What follows belongs to an exercise in optimizing a design on an open flow for a short achievable clock period and few clock cycles; a production flow would make more cautious choices.
RTL that was checked went through simulation tests only; none was proved equivalent to the original.
Power is estimated from default activity; no workload was simulated.

Setup of v6:
Design MIPS_Pipe, start of the top module:
module MIPS_Pipe (
    input  clk, reset,
    input  [31:0] imem_rdata,
    input  [31:0] dmem_rdata,
    output [31:0] imem_addr,
    output [31:0] dmem_addr,
    output [31:0] dmem_wdata,
    output dmem_we
);
Size: roughly 11000 cells after synthesis, roughly 160 I/O pins.
export LEC_CHECK = 0
export CAP_MARGIN = 20
export CORE_MARGIN = 2
export CORE_UTILIZATION = 50
export CTS_CLUSTER_DIAMETER = 60
export CTS_CLUSTER_SIZE = 20
export SLEW_MARGIN = 20
export SYNTH_HIERARCHICAL = 1
create_clock -name core_clock -period 12.0 [get_ports {clk}]
standard.sh (not shown) runs the stock make flow with config.mk's settings and CLKGATE_MAP_FILE= SYNTH_SCRIPT=/design/flow/synth_recipe.tcl, a recipe that flattens the netlist after the stock synthesis.
==> flow/flow/run.sh <==
#!/bin/bash
set -euo pipefail
MARGIN=$(cat flow/setup_margin)
RES=orfs/results/${FLOW_PLATFORM}/MIPS_Pipe/base
bash standard.sh SETUP_SLACK_MARGIN="$MARGIN" 3_3_place_gp > flow_make_place.log 2>&1
openroad -no_init -exit -threads "${NUM_CORES:-8}" flow/move_out_regs.tcl > flow_move_out_regs.log 2>&1
bash standard.sh SETUP_SLACK_MARGIN="$MARGIN" > flow_make_rest.log 2>&1
==> flow/flow/move_out_regs.tcl <==
# Move each flip-flop that drives an output port's buffer next to that buffer.
set odb orfs/results/$::env(FLOW_PLATFORM)/MIPS_Pipe/base/3_3_place_gp.odb
read_db $odb
set block [ord::get_db_block]
set core [$block getCoreArea]
set cx [expr {([$core xMin] + [$core xMax]) / 2}]
set cy [expr {([$core yMin] + [$core yMax]) / 2}]
set moved 0
foreach bt [$block getBTerms] {
  if {[$bt getIoType] ne "OUTPUT"} { continue }
  set net [$bt getNet]
  set buf ""
  foreach it [$net getITerms] { if {[$it isOutputSignal]} { set buf [$it getInst] } }
  if {$buf eq ""} { continue }
  set innet ""
  foreach it [$buf getITerms] { if {[$it isInputSignal]} { set innet [$it getNet] } }
  if {$innet eq ""} { continue }
  set ff ""
  set nload 0
  foreach it [$innet getITerms] {
    if {[$it isOutputSignal]} { set ff [$it getInst] } else { incr nload }
  }
  if {$ff eq "" || $nload != 1} { continue }
  if {![string match "*df*" [[$ff getMaster] getName]]} { continue }
  set loc [$buf getLocation]
  set x [lindex $loc 0]
  set y [lindex $loc 1]
  # a few microns from the buffer, towards the core centre
  set dx [expr {$cx > $x ? 3000 : -3000}]
  set dy [expr {$cy > $y ? 3000 : -3000}]
  $ff setLocation [expr {$x + $dx}] [expr {$y + $dy}]
  $ff setPlacementStatus PLACED
  incr moved
  puts "moved [$ff getName] next to [$buf getName] for [$bt getName]"
}
puts "moved $moved flip-flops"
write_db $odb
==> flow/flow/setup_margin <==
8.5
Per the final summary, v6 finished and its layout is clean on timing, DRC and antenna.
--- input diff v6..v7 ---
--- a/flow/design.v
+++ b/flow/design.v
@@ -3952,68 +3952,66 @@
 dff #(.W(32)) res_wr_u (.clk(clk), .d(res_w_d), .q(res_wr));
 wire [31:0] wdata_w = res_wr;
 reg [31:0] rf [1:31];
 reg [31:1] rf_ok;
 wire [31:0] rf_rs = (rs_d == 5'd0) ? 32'd0 :
                     (wr_w && dst_w == rs_d) ? wdata_w : (rf[rs_d] & {32{rf_ok[rs_d]}});
 wire [31:0] rf_rt = (rt_d == 5'd0) ? 32'd0 :
                     (wr_w && dst_w == rt_d) ? wdata_w : (rf[rt_d] & {32{rf_ok[rt_d]}});
 wire [4:0] rs_f = imem_rdata[25:21];
 wire [31:1] rs_f_hot;
 wire [309:0] rf_lo10;
 generate for (k = 1; k < 32; k = k + 1) begin : rflo
-    assign rf_lo10[10*(k-1)+9:10*(k-1)] = rf[k][9:0] & {10{rf_ok[k]}};
+    assign rf_lo10[10*(k-1)+9:10*(k-1)] = rf[k][9:0];
 end endgenerate
 dec5 rs_f_dec (.a(rs_f), .y(rs_f_hot));
 wire [9:0] base10_f;
-rd10 rs_f_rd (.sel(rs_f_hot), .d(rf_lo10), .y(base10_f));
+rd10 rs_f_rd (.sel(rs_f_hot & rf_ok), .d(rf_lo10), .y(base10_f));
 wire rs_e_hit = wr_e && dst_e == rs_d;
 wire rt_e_hit = wr_e && dst_e == rt_d;
 wire rs_m_hit = wr_m && dst_m == rs_d;
 wire rt_m_hit = wr_m && dst_m == rt_d;
 wire [2:0] stall_x;
 generate for (k = 0; k < 3; k = k + 1) begin : stl
     stall_calc u (.valid(valid_d), .uses_rs(uses_rs_d), .uses_rt(uses_rt_d), .is_sw(is_sw_d),
         .rs(rs_d), .rt(rt_d), .wr_e(wr_e), .lw_e(lw_e), .mul_e(mul_e), .dst_e(dst_e),
         .stall(stall_x[k]));
 end endgenerate
 wire stall_pc = stall_x[0];
 wire stall_dr = stall_x[1];
 wire stall_d  = stall_x[2];
 wire [31:0] bt_d;
 wire bt_cout;
 ks_add32 bt_add (.a(pc_d), .b(immx_d), .cin(1'b0), .s(bt_d), .cout(bt_cout));
 wire redir_d  = valid_d & ~stall_d  & fix_d;
 wire redir_pc = valid_d & ~stall_pc & fix_d;
 wire hold_pc = stall_pc | ~fetch_ok | ~reset;
 wire s_hold = hold_pc;
 wire s_rd   = ~hold_pc & redir_pc;
 wire s_j    = ~hold_pc & ~redir_pc & j_f;
 wire s_b    = ~hold_pc & ~redir_pc & ~j_f & f_hit;
 wire s_p    = ~hold_pc & ~redir_pc & ~j_f & ~f_hit;
-reg  [9:0] raw10, base10_d;
-reg        fresh_d;
-wire [9:0] base10_e = fresh_d ? raw10 : base10_d;
+reg  [9:0] base10_d;
 reg        el_e;
 reg        wl_v;
 reg  [4:0] wl_dst;
 reg  [9:0] wl_val;
 wire rs_w_hit  = wr_w && dst_w == rs_d;
 wire rs_l_hit  = wl_v && wl_dst == rs_d;
 wire [9:0] imm10 = instr_d[9:0];
 wire [9:0] a10_m, a10_w, a10_l, a10_r;
 add10 ad_m (.a(res_m[9:0]), .b(imm10), .y(a10_m));
 add10 ad_w (.a(res_w[9:0]), .b(imm10), .y(a10_w));
 add10 ad_l (.a(wl_val),     .b(imm10), .y(a10_l));
-add10 ad_r (.a(base10_e),   .b(imm10), .y(a10_r));
+add10 ad_r (.a(base10_d),   .b(imm10), .y(a10_r));
 wire [9:0] addr10_d = (rs_d == 5'd0) ? imm10 : rs_m_hit ? a10_m :
                       rs_w_hit ? a10_w : rs_l_hit ? a10_l : a10_r;
 wire el_d = valid_d & is_lw_d & ~rs_e_hit & ~(rs_m_hit & (lw_m | mul_m)) & ~sw_e & ~lw_e;
 wire [3:0] sel_next = {rs_e_hit, ~rs_e_hit & rs_m_hit,
                        ~use_imm_d & rt_e_hit, ~use_imm_d & ~rt_e_hit & rt_m_hit};
 reg  [31:0] opa_e, opb_e, sd_e, bt_e, pcp4_e;
 reg   [9:0] btgt_e;
 reg  [19:0] pch_e;
 reg         fa_m_e, fa_w_e, fb_m_e, fb_w_e, fs_m_e, fs_w_e, fs_l_e;
 reg         add_e, sub_e, and_e, or_e, slt_e, beq_e, predt_e;
 reg   [9:0] bpc_e;
 wire [31:0] a_e, b_e, s_e;
@@ -4091,27 +4089,25 @@
         mul_m <= mul_e;
         dst_m <= dst_e;
         we_m  <= sw_e;
         wr_w  <= wr_m;
         dst_w <= dst_m;
         if (wr_w) rf_ok[dst_w] <= 1'b1;
         wl_v  <= wr_w;
         upd_v  <= redir_n | (beq_e & taken_e);
         if (upd_v) btb_v[upd_idx] <= upd_t;
     end
 end
 always @(posedge clk) begin
-    raw10    <= base10_f;
-    fresh_d  <= ~stall_dr;
-    base10_d <= rs_w_hit ? wdata_w[9:0] : rs_l_hit ? wl_val : base10_e;
+    base10_d <= stall_dr ? (rs_w_hit ? wdata_w[9:0] : rs_l_hit ? wl_val : base10_d) : base10_f;
     wl_dst   <= dst_w;
     wl_val   <= wdata_w[9:0];
     if (!stall_dr) begin
         instr_d <= imem_rdata;
         dec_d   <= dec_f;
         pc_d    <= pc_f;
         btgt_d  <= btgt_f;
         immx_d  <= immx_f;
     end
     add_e <= add_d & ~el_d;
     sub_e <= sub_d;
     and_e <= and_d;
==> results.txt <==
- Combined flip-flop and latch cell area: v6 vs v7, no meaningful difference
- Looking at combinational-cell power consumption across v6 and v7, the one that comes out lower is v7.
- From v6 to v7 the numbers moved as follows: global-route wire length before repair went down 19000 um; count of placed standard cells in the final layout, fillers left out lost 407; fraction of power consumed by combinational cells lost 4.0 points.
- Die area came out lower on v7 than on v6.
- v7 vs v6 on total stage count of the critical path: v7 is the higher one.
- Measured against each other, v6 and v7 differ in power per cell area, the lower figure coming from v7.
- From v6 to v7 the numbers moved as follows: total design power has decreased; cell leakage power has decreased; final-layout worst hold slack has remained practically unchanged.
No run of this note included a check of the RTL's function; only the layout flow was run.

Another version of the RTL of MIPS_Pipe (not shown whole).
Size in the first run: roughly 9000 cells after synthesis, about 120000 µm² of cells after synthesis.
Settings: LEC_CHECK=0, CAP_MARGIN=20, CORE_MARGIN=2, CORE_UTILIZATION=42, CTS_CLUSTER_DIAMETER=60, CTS_CLUSTER_SIZE=20, SLEW_MARGIN=20, SYNTH_HIERARCHICAL=1; clock period 12.0 ns.
==> flow/flow/run.sh <==
#!/bin/bash
set -euo pipefail
MARGIN=$(cat flow/setup_margin)
bash standard.sh SETUP_SLACK_MARGIN="$MARGIN" finish > flow_make.log 2>&1
Scripts as last shown in full above: flow/flow/setup_margin
The starting point finished with timing, DRC and antenna clean.
Testbench counts at the start, summed over its fixed seeds: cycles 115,533.
Change:
--- a/flow/design.v
+++ b/flow/design.v
@@ -3866,21 +3866,21 @@
 reg  [3:0] upd_idx;
 reg  [5:0] upd_tag;
 reg  [9:0] upd_tgt;
 wire [3:0]  f_idx  = pc_f[5:2];
 wire        j_f    = (imem_rdata[31:26] == 6'b000010);
 wire        f_hit  = btb_v[f_idx] & (btb_tag[f_idx] == pc_f[11:6]);
 wire [31:0] pcp4_f;
 inc4 inc_f (.a(pc_f), .y(pcp4_f));
 wire [31:0] jt_f   = {pcp4_f[31:28], imem_rdata[25:0], 2'b00};
 wire [9:0]  btgt_f = btb_tgt[f_idx];
-wire [31:0] pred_f = j_f ? jt_f : f_hit ? {pc_f[31:12], btgt_f, 2'b00} : pcp4_f;
+wire [31:0] pred_f = f_hit ? {pc_f[31:12], btgt_f, 2'b00} : pcp4_f;
 wire        predt_f = f_hit & ~j_f;
 wire [29:0] immp1_f = {{14{imem_rdata[15]}}, imem_rdata[15:0]} + 30'd1;
 wire [31:0] immx_f  = {immp1_f, 2'b00};
 wire [5:0]  op_f  = imem_rdata[31:26];
 wire [5:0]  fn_f  = imem_rdata[5:0];
 wire is_r_f    = (op_f == 6'b000000);
 wire is_addi_f = (op_f == 6'b001000);
 wire is_lw_f   = (op_f == 6'b100011);
 wire is_sw_f   = (op_f == 6'b101011);
 wire is_beq_f  = (op_f == 6'b000100);
@@ -3991,22 +3991,26 @@
 wire [31:0] alu_e  = ({32{add_e}} & sum_e) | ({32{sub_e}} & diff_e) |
                      ({32{and_e}} & (a_e & b_e)) | ({32{or_e}} & (a_e | b_e)) |
                      {31'd0, slt_e & lt_e};
 wire taken_e;
 beq_cmp cmp_u (.res_m(res_mc), .res_w(res_w), .opa(opa_e), .opb(opb_e),
                .fa_m(fa_m_e), .fa_w(fa_w_e), .fb_m(fb_m_e), .fb_w(fb_w_e),
                .taken(taken_e));
 wire tmatch_e = (pch_e == bt_e[31:12]) & (btgt_e == bt_e[11:2]);
 wire redir_t = beq_e & ~(predt_e & tmatch_e);    
 wire redir_n = beq_e & predt_e;                  
-wire [31:0] pc_t = redir_t ? bt_e   : pc_next_f;
-wire [31:0] pc_n = redir_n ? pcp4_e : pc_next_f;
+wire [31:0] pc_t0 = redir_t ? bt_e   : pc_next_f;
+wire [31:0] pc_n0 = redir_n ? pcp4_e : pc_next_f;
+wire j_ok = j_f & ~hold_pc & ~redir_pc;
+wire [31:0] pc_t, pc_n;
+late_sel #(.W(32)) jsel_t (.s(j_ok & ~redir_t), .x1(jt_f), .x0(pc_t0), .y(pc_t));
+late_sel #(.W(32)) jsel_n (.s(j_ok & ~redir_n), .x1(jt_f), .x0(pc_n0), .y(pc_n));
 wire vd = stall_d ? valid_d : ~redir_d;
 wire b0 = stall_d | ~valid_d;
 wire valid_d_next, bubble_d;
 late_sel #(.W(34)) tsel_u (.s(taken_e),
     .x1({pc_t, ~redir_t & vd, redir_t | b0}),
     .x0({pc_n, ~redir_n & vd, redir_n | b0}),
     .y({pc_in, valid_d_next, bubble_d}));
 late_sel #(.W(32)) tsel_o (.s(taken_e), .x1(pc_t), .x0(pc_n), .y(pc_in_o));
 mul_pipe mul_u (.clk(clk), .res_m(res_mc), .res_w(res_w),
                 .opa(opa_e), .opb(opb_e), .sel_d(sel_next), .p(mul_p));
Total power rises by about 1.5%. Final area rose by 0.46%. First-iteration DRC count increases by 1.7%. Utilization goes down by 0.24 points. Worst setup slack degrades by 0.16 ns. Die area went up by 0.99%. Non-clock buffer count climbs by 31. Area after synthesis increases by 0.99%. Clock skew went up by 0.0065 ns. Wire length rises by about 0.8%. Fmax is lower by about 4%.
Testbench counts after the change, summed over its fixed seeds: cycles 115,533.

## lane 2
Another version of the RTL of MIPS_Pipe (not shown whole).
For scale: roughly 160 I/O pins, roughly 140000 sq um of cells after synthesis.
Settings: LEC_CHECK=0, CAP_MARGIN=20, CORE_MARGIN=2, CORE_UTILIZATION=50, CTS_CLUSTER_DIAMETER=80, CTS_CLUSTER_SIZE=24, SLEW_MARGIN=20, SYNTH_HIERARCHICAL=1; clock period 12.0 ns.
==> flow/flow/run.sh <==
#!/bin/bash
set -euo pipefail
MARGIN=$(cat flow/setup_margin)
CTSD=$(cat flow/cts_buf_distance)
RES=orfs/results/${FLOW_PLATFORM}/MIPS_Pipe/base
bash standard.sh SETUP_SLACK_MARGIN="$MARGIN" CTS_BUF_DISTANCE="$CTSD" 3_3_place_gp > flow_make_place.log 2>&1
openroad -no_init -exit -threads "${NUM_CORES:-8}" flow/move_out_regs.tcl > flow_move_out_regs.log 2>&1
bash standard.sh SETUP_SLACK_MARGIN="$MARGIN" CTS_BUF_DISTANCE="$CTSD" > flow_make_rest.log 2>&1
==> flow/flow/cts_buf_distance <==
200
Scripts as last shown in full above: flow/flow/move_out_regs.tcl, flow/flow/setup_margin
The flow did not stop early for lane 2: all stages ran, and the layout cleared the timing, design-rule and antenna checks.
Input-level comparison between lane 5 and lane 2:
diff --git a/flow/design.v b/flow/design.v
--- a/flow/design.v
+++ b/flow/design.v
@@ -3855,15 +3855,16 @@
 dff #(.W(32)) pc_out (.clk(clk), .d(pc_in_o), .q(imem_addr));
 reg z, boot;
 always @(posedge clk) z <= ~reset;
 always @(posedge clk or negedge reset)
     if (!reset) boot <= 1'b1;
     else boot <= 1'b0;
 wire fetch_ok = ~boot | z;
-wire        j_f    = (imem_rdata[31:26] == 6'b000010);
+wire        j_f;
+opdec #(.OP(6'b000010)) jdec_f (.op(imem_rdata[31:26]), .y(j_f));
 wire        hit_t_f, bhit_f;
 wire [9:0]  btgt_f;
 wire [9:0]  blow_f;
 wire        ue_v, ud_v;
 wire [9:0]  ud_pc;
 wire [9:0]  ud_jf;
 wire        fold_ok = (pc_f[31:12] == 20'd0);
@@ -4028,40 +4029,40 @@
 wire taken_e;
 beq_cmp cmp_u (.res_m(res_mc), .res_w(res_w), .opa(opa_e), .opb(opb_e),
                .fa_m(fa_m_e), .fa_w(fa_w_e), .fb_m(fb_m_e), .fb_w(fb_w_e),
                .taken(taken_e));
 wire tmatch_e = (pch_e == bt_e[31:12]) & (btgt_e == bt_e[11:2]);
 wire redir_t = beq_e & (predt_e ? ~tmatch_e : ~same_e);
 wire redir_n = beq_e & predt_e & ~(same_e & tmatch_e);
-wire [31:0] pc_t0, pc_n0;
 wire [31:0] pc_t1, pc_n1;
 ao5 pcsel_t (.s({redir_t, {3{~redir_t}} & {s_hold, s_rd, s_p}}),
              .x4(bt_e), .x3(pc_f), .x2(pcp4_d), .x1(pcp4_f), .y(pc_t1));
 ao5 pcsel_n (.s({redir_n, {3{~redir_n}} & {s_hold, s_rd, s_p}}),
              .x4(pcp4_e), .x3(pc_f), .x2(pcp4_d), .x1(pcp4_f), .y(pc_n1));
-late_sel #(.W(32)) jsel_t (.s(j_f & s_p & ~redir_t), .x1(jt_f), .x0(pc_t1), .y(pc_t0));
-late_sel #(.W(32)) jsel_n (.s(j_f & s_p & ~redir_n), .x1(jt_f), .x0(pc_n1), .y(pc_n0));
 wire is_nop_d = ~wr_d & ~is_sw_d & ~is_beq_d & ~is_j_d;
 assign ue_v  = beq_e & (taken_e | predt_e);
 assign ud_v  = valid_d & (is_j_d | is_nop_d) & (pc_d[31:12] == 20'd0) & (pc_d[11:2] != 10'd0) &
                (is_j_d ? (instr_d[25:10] == 16'd0) : (pcp4_d[31:12] == 20'd0));
 assign ud_pc = pc_d[11:2] - 10'd1;
 assign ud_jf = is_j_d ? instr_d[9:0] : pcp4_d[11:2];
 wire vd = stall_d ? valid_d : ~redir_d;
 wire b0 = stall_d | ~valid_d;
 wire valid_d_next, bubble_d;
 wire [31:0] pc_tn, pc_tn_o;
 wire bsel;
 late_sel #(.W(35)) tsel_u (.s(taken_e),
-    .x1({pc_t0, ~redir_t & vd, redir_t | b0, s_p & ~redir_t}),
-    .x0({pc_n0, ~redir_n & vd, redir_n | b0, s_p & ~redir_n}),    
+    .x1({pc_t1, ~redir_t & vd, redir_t | b0, s_p & ~redir_t}),
+    .x0({pc_n1, ~redir_n & vd, redir_n | b0, s_p & ~redir_n}),    
     .y({pc_tn, valid_d_next, bubble_d, bsel}));
-late_sel #(.W(32)) tsel_o (.s(taken_e), .x1(pc_t0), .x0(pc_n0), .y(pc_tn_o));
-late_sel #(.W(32)) bsel_u (.s(bhit_f & bsel & ~j_f), .x1(btb_pc_f), .x0(pc_tn),   .y(pc_in));
-late_sel #(.W(32)) bsel_o (.s(bhit_f & bsel & ~j_f), .x1(btb_pc_f), .x0(pc_tn_o), .y(pc_in_o));
+late_sel #(.W(32)) tsel_o (.s(taken_e), .x1(pc_t1), .x0(pc_n1), .y(pc_tn_o));
+wire [31:0] pc_j, pc_j_o;
+late_sel #(.W(32)) jsel_u (.s(j_f & bsel), .x1(jt_f), .x0(pc_tn),   .y(pc_j));
+late_sel #(.W(32)) jsel_o (.s(j_f & bsel), .x1(jt_f), .x0(pc_tn_o), .y(pc_j_o));
+late_sel #(.W(32)) bsel_u (.s(bhit_f & bsel & ~j_f), .x1(btb_pc_f), .x0(pc_j),   .y(pc_in));
+late_sel #(.W(32)) bsel_o (.s(bhit_f & bsel & ~j_f), .x1(btb_pc_f), .x0(pc_j_o), .y(pc_in_o));
 mul_pipe mul_u (.clk(clk), .res_m(res_mc), .res_w(res_w),
                 .opa(opa_e), .opb(opb_e), .sel_d(sel_next), .p(mul_p));
 reg  [31:0] sd_m;
 reg         we_m;
 dff #(.W(32)) addr_out (.clk(clk), .d(el_d ? {22'd0, addr10_d} : alu_e), .q(dmem_addr));
 dff #(.W(32)) res_mc_u (.clk(clk), .d(alu_e),   .q(res_mc));
 assign dmem_wdata = sd_m;
@@ -4364,7 +4365,10 @@
 module ao5 (
     input [3:0] s,
     input [31:0] x4, x3, x2, x1,
     output [31:0] y
 );
 assign y = ({32{s[3]}} & x4) | ({32{s[2]}} & x3) | ({32{s[1]}} & x2) | ({32{s[0]}} & x1);
 endmodule
+module opdec #(parameter [5:0] OP = 6'd0) (input [5:0] op, output y);
+assign y = (op == OP);
+endmodule
--- outcome ---
The number of clock buffers inserted by TritonCTS number comes out lower for lane 2 vs lane 5. The run showing the greater final hold slack is lane 5. The run showing the smaller number of rows in the core area is lane 2. Compared lane 2 against lane 5; cell area after layout within noise. Delta (lane 5 minus lane 2): worst endpoint required time held steady, post-route minimum period grew by 0.041 ns, count of clock-buffer cells in the layout shrank by 8, total power grew by 4.0%, number of cells produced by synthesis grew by 7.7%. Wire length in lane 5 is 19 mm above lane 2. Lane 5 reached the final stage; the timing, design-rule and antenna checks on its layout passed. Compared lane 5 against lane 2; final-layout clock-cell area share within noise. Lane 5 against lane 2; DRC marker count from the first detailed-route iteration is down by a little under 10%. Higher synthesized area was reported by lane 5, not lane 2.
Function was not checked in any run of this note: the RTL went through the layout flow alone.

[re-timing with driven ports]
Ports are ideal in the flow. The routed layouts listed here were re-timed in OpenROAD. Step 1: set_driving_cell puts a clkbuf_16 on clk and a buf_2 on each other input, an assumption about the parent block. Step 2 times the ports against the registers' clock, not the clock port: input delays grow and output delays shrink by t, the midpoint of the rising clock arrivals with the driver on. Slacks: ideal ports / drivers / drivers and shift; pairs: ideal ports / drivers.
run | t (ns) | slack for setup (ns) | worst setup path at the end | clock arrival spread, ns | worst register clock-pin slew, ns
v6 | 0.980 | 8.152 / 8.054 / 7.282 | input to register | 0.102 / 0.102 | 0.09 / 0.09
v7 | 0.954 | 8.106 / 8.113 / 7.185 | input to register | 0.090 / 0.090 | 0.09 / 0.09
the first run of note 2 | 0.971 | 8.182 / 8.078 / 7.370 | input to register | 0.102 / 0.102 | 0.09 / 0.09
the second run of note 2 | 0.977 | 8.026 / 7.933 / 7.319 | input to register | 0.095 / 0.095 | 0.09 / 0.09
lane 2 | 0.955 | 8.199 / 8.059 / 7.104 | input to register | 0.065 / 0.064 | 0.11 / 0.11
lane 5 | 0.961 | 8.158 / 8.095 / 7.275 | input to register | 0.073 / 0.073 | 0.10 / 0.10
After both steps setup and hold are still met in every run listed. The setup slack of lane 2, which loses most, moves by -0.140 ns with the drivers and by -1.095 ns with both steps.
